This design comes from an exercise in tuning for small area, a short achievable clock period and few clock cycles per item on the open sky130 flow, not from production work.
At most, simulation tests tie the RTL to the original design; equivalence was not proved.

Setup of 06-25:
// multiplier
module multiplier(
    input clk,
    input logic valid_in,
    input logic[31:0] a,
    input logic[31:0] b,
    output logic valid_out,
    output logic[63:0] r
);
For scale: roughly 1300 cells after synthesis, ~130 flip-flops.
==> module multiplier, before the edit <==
module multiplier(
    input clk,
    input logic valid_in,
    input logic[31:0] a,
    input logic[31:0] b,
    output logic valid_out,
    output logic[63:0] r
);
    localparam int K  = 4;
    localparam int NC = 32 / K;
    localparam int CW = $clog2(NC + 1);
    logic [31:0] A, B;
    logic [63:0] acc;
    logic [CW-1:0] cnt;
    logic [K-1:0] C;
    logic [NC-1:0] za, zb, pa, pb;
    logic [CW-1:0] na, nb;
    logic [K-1:0] ta, tb;
    logic swap;
    always_comb begin
        for (int i = 0; i < NC; i++) begin
            za[i] = |a[i*K +: K];
            zb[i] = |b[i*K +: K];
        end
        pa[NC-1] = za[NC-1];
        pb[NC-1] = zb[NC-1];
        for (int i = NC - 2; i >= 0; i--) begin
            pa[i] = pa[i+1] | za[i];
            pb[i] = pb[i+1] | zb[i];
        end
        na = '0;
        nb = '0;
        ta = '0;
        tb = '0;
        for (int i = 0; i < NC; i++) begin
            na = na + CW'(pa[i]);
            nb = nb + CW'(pb[i]);
            if (i == NC - 1) begin
                ta = ta | a[i*K +: K];
                tb = tb | b[i*K +: K];
            end else begin
                ta = ta | (a[i*K +: K] & {K{~pa[i+1]}});
                tb = tb | (b[i*K +: K] & {K{~pb[i+1]}});
            end
        end
        swap = |(pa & ~pb);
    end
    logic [K-1:0] nxt;
    always_comb begin
        nxt = '0;
        for (int i = 0; i < NC - 1; i++)
            if (cnt == CW'(i + 2)) nxt = A[i*K +: K];
    end
    always_ff @(posedge clk) begin
        if (valid_in) begin
            A   <= swap ? b : a;
            B   <= swap ? a : b;
            cnt <= swap ? nb : na;
            C   <= swap ? tb : ta;
            acc <= '0;
        end else if (cnt != 0) begin
            acc <= (acc << K) + C * B;
            cnt <= cnt - 1'b1;
            C   <= nxt;
        end
    end
    assign valid_out = (cnt == 0);
    assign r = acc;
endmodule
Settings: LEC_CHECK=0, CAP_MARGIN=20, CORE_MARGIN=2, CORE_UTILIZATION=40, SLEW_MARGIN=20; clock period 8.0 ns.
run.sh (not shown) runs the stock make flow with config.mk's settings and CLKGATE_MAP_FILE= SYNTH_SCRIPT=/design/flow/synth_recipe.tcl, a recipe that flattens the netlist after the stock synthesis.
Here is what was changed in the inputs of 11-28 compared with 06-25.
==> flow/design.v <==
module multiplier(
    input clk,
    input logic valid_in,
    input logic[31:0] a,
    input logic[31:0] b,
    output logic valid_out,
    output logic[63:0] r
);
    localparam int K  = 4;
    localparam int NC = 32 / K;
    localparam int CW = $clog2(NC + 1);
    logic [31:0] A, B;
    logic [63:0] acc;
    logic [CW-1:0] cnt;
    logic [NC-1:0] za, zb, pa, pb;
    logic [CW-1:0] na, nb;
    logic swap;
    always_comb begin
        for (int i = 0; i < NC; i++) begin
            za[i] = |a[i*K +: K];
            zb[i] = |b[i*K +: K];
        end
        pa[NC-1] = za[NC-1];
        pb[NC-1] = zb[NC-1];
        for (int i = NC - 2; i >= 0; i--) begin
            pa[i] = pa[i+1] | za[i];
            pb[i] = pb[i+1] | zb[i];
        end
        na = '0;
        nb = '0;
        for (int i = 0; i < NC; i++) begin
            na = na + CW'(pa[i]);
            nb = nb + CW'(pb[i]);
        end
        swap = |(pa & ~pb);
    end
    logic [K-1:0] chunk;
    assign chunk = A[(cnt - 1'b1) * K +: K];
    always_ff @(posedge clk) begin
        if (valid_in) begin
            A   <= swap ? b : a;
            B   <= swap ? a : b;
            cnt <= swap ? nb : na;
            acc <= '0;
        end else if (cnt != 0) begin
            acc <= (acc << K) + chunk * B;
            cnt <= cnt - 1'b1;
        end
    end
    assign valid_out = (cnt == 0);
    assign r = acc;
endmodule
Findings:
Looking at average vias per placed instance, 11-28 sits 4.3% lower than 06-25 does.
11-28 vs. 06-25: adder and majority cell fraction of the synthesized area climbed 0.63 points, non-clock buffer count saw an increase.
The post-synthesis net count in 11-28 sits 129 below the value recorded for 06-25.
Summary of 11-28 over 06-25: setup slack -0.70 ns, placement-stage cell area shrank by 3.3%.
Between 11-28 and 06-25, the global-route usage is higher for 06-25.
When 11-28 is measured against 06-25, its number of well taps turns out 6 lower.
Relative to 06-25, area after synthesis has decreased by 440 um2 in 11-28.
Routed wire length: 11-28 vs 06-25 down about 12%
Summary of the comparison: final critical-path share of the clock period is higher in 11-28, relative to 06-25.
Relative to 06-25, the logic depth of the worst path, buffers included of 11-28 is higher by 4.
Function was not checked in any run of this note: the RTL went through the layout flow alone.

* * *

## 05-08
multiplier, a different RTL version from the one above (not shown whole).
Size in the first run: ~2,000 cells after synthesis, about 230 flip-flops, roughly 130 I/O pins, ~18,000 um2 of cells after synthesis.
==> module multiplier, before the edit <==
module multiplier(
    input clk,
    input logic valid_in,
    input logic[31:0] a,
    input logic[31:0] b,
    output logic valid_out,
    output logic[63:0] r
);
    logic[31:0] mp, mp_next;
    logic[63:0] mc, mc_next;
    logic[63:0] acc, acc_next;
    logic[5:0] i, i_next;
    logic[3:0] mp_nibble;
    assign mp_nibble = mp[3:0];
    assign mp_next = ((valid_in ==1) ? a : ((i <= 7) ? mp>>4 : mp));
    assign mc_next = ((valid_in ==1) ? {32'b0, b} : ((i <= 7) ? mc<<4 : mc));
    assign acc_next = ((valid_in ==1) ? 0 : ((i <= 7) ? acc + mp_nibble * mc : acc));
    assign i_next = ((valid_in ==1) ? 0 : ((i <= 7) ? ((mp == 0) ? 8 : i + 1) : i));
    always_ff @(posedge clk) begin
        mp <= mp_next;
        mc <= mc_next;
        acc <= acc_next;
        i <= i_next;
        if (i_next==8) begin
            r <= acc_next;
            valid_out <= 1;
        end
        else begin
            r <= r;
            valid_out <= 0;
        end
    end
endmodule
make LEC_CHECK=0 CAP_MARGIN=20 CORE_MARGIN=2 CORE_UTILIZATION=40 SLEW_MARGIN=20 finish   # period 8.0 ns
Per the final summary, 05-08 finished and its layout is clean on timing, DRC and antenna.
Testbench counts of 05-08, summed over its fixed seeds: cycles 119,980, items 16,000.
> inputs changed (05-08 -> 01-19)
==> flow/design.v <==
module multiplier(
    input clk,
    input logic valid_in,
    input logic[31:0] a,
    input logic[31:0] b,
    output logic valid_out,
    output logic[63:0] r
);
    logic [31:0] A, B;
    logic v;
    always_ff @(posedge clk) begin
        if (valid_in) begin
            A <= a;
            B <= b;
            v <= 1'b1;
        end
    end
    assign valid_out = v;
    assign r = {32'b0, A} * {32'b0, B};
endmodule
Results
Summary of 05-08 and 01-19: one run falls short of a clean finish, namely 01-19.
Compared with 05-08, 01-19 shows a met1 track demand over resource that is 1.2 points higher.
Die area | 01-19 > 05-08
Number of antenna violations at the first check in global routing came out higher on 01-19 than on 05-08.
Flip-flop and latch count (01-19 over 05-08): decrease, 167
Higher count of clock-buffer cells in the layout was reported by 05-08, not 01-19.
In the reports for 05-08 and 01-19, the smaller global-route wire length before repair belongs to 05-08.
Number of input and output port buffers inserted, 05-08 and 01-19: lower on 01-19
Between 05-08 and 01-19, final critical delay including setup and external delays is lower for 05-08, 01-19 comes in above that.
01-19: via count of the first global-routing pass is about 100% higher than what 05-08 reported.
01-19 vs. 05-08: number of tapcells went up, via count rose by 12,800.
No functional check of the RTL was part of 01-19.

==> port drivers added, routing unchanged <==
No port has a modelled driver above. Below, the same layouts with a new extraction and two added sets of constraints. Step 1 sets driving cells, clkbuf_16 on the clock port and buf_2 on the other inputs (assumed; they add their load-dependent delay and slew). Step 2 moves the port delays by t, midway between the first and last clock arrival at a register: inputs arrive t later, outputs are due t later. That takes back most of the time a late clock gives input paths. a / b / c = ideal / step 1 / step 2; a / b = the first two.
| run | t, ns | slack for setup (ns) | cell pins on the clock port's net |
|---|---|---|---|
| 06-25 | 0.487 | 1.622 / 1.655 / 1.168 | 1 |
| 11-28 | 0.474 | 0.923 / 0.923 / 0.923 | 1 |
| 05-08 | 0.625 | 1.827 / 1.827 / 1.827 | 1 |
| 01-19 | 0.461 | -1.520 / -1.581 / -1.120 | 1 |
For 06-25, which loses most, drivers alone change the setup slack by +0.033 ns; drivers and shift together by -0.454 ns.
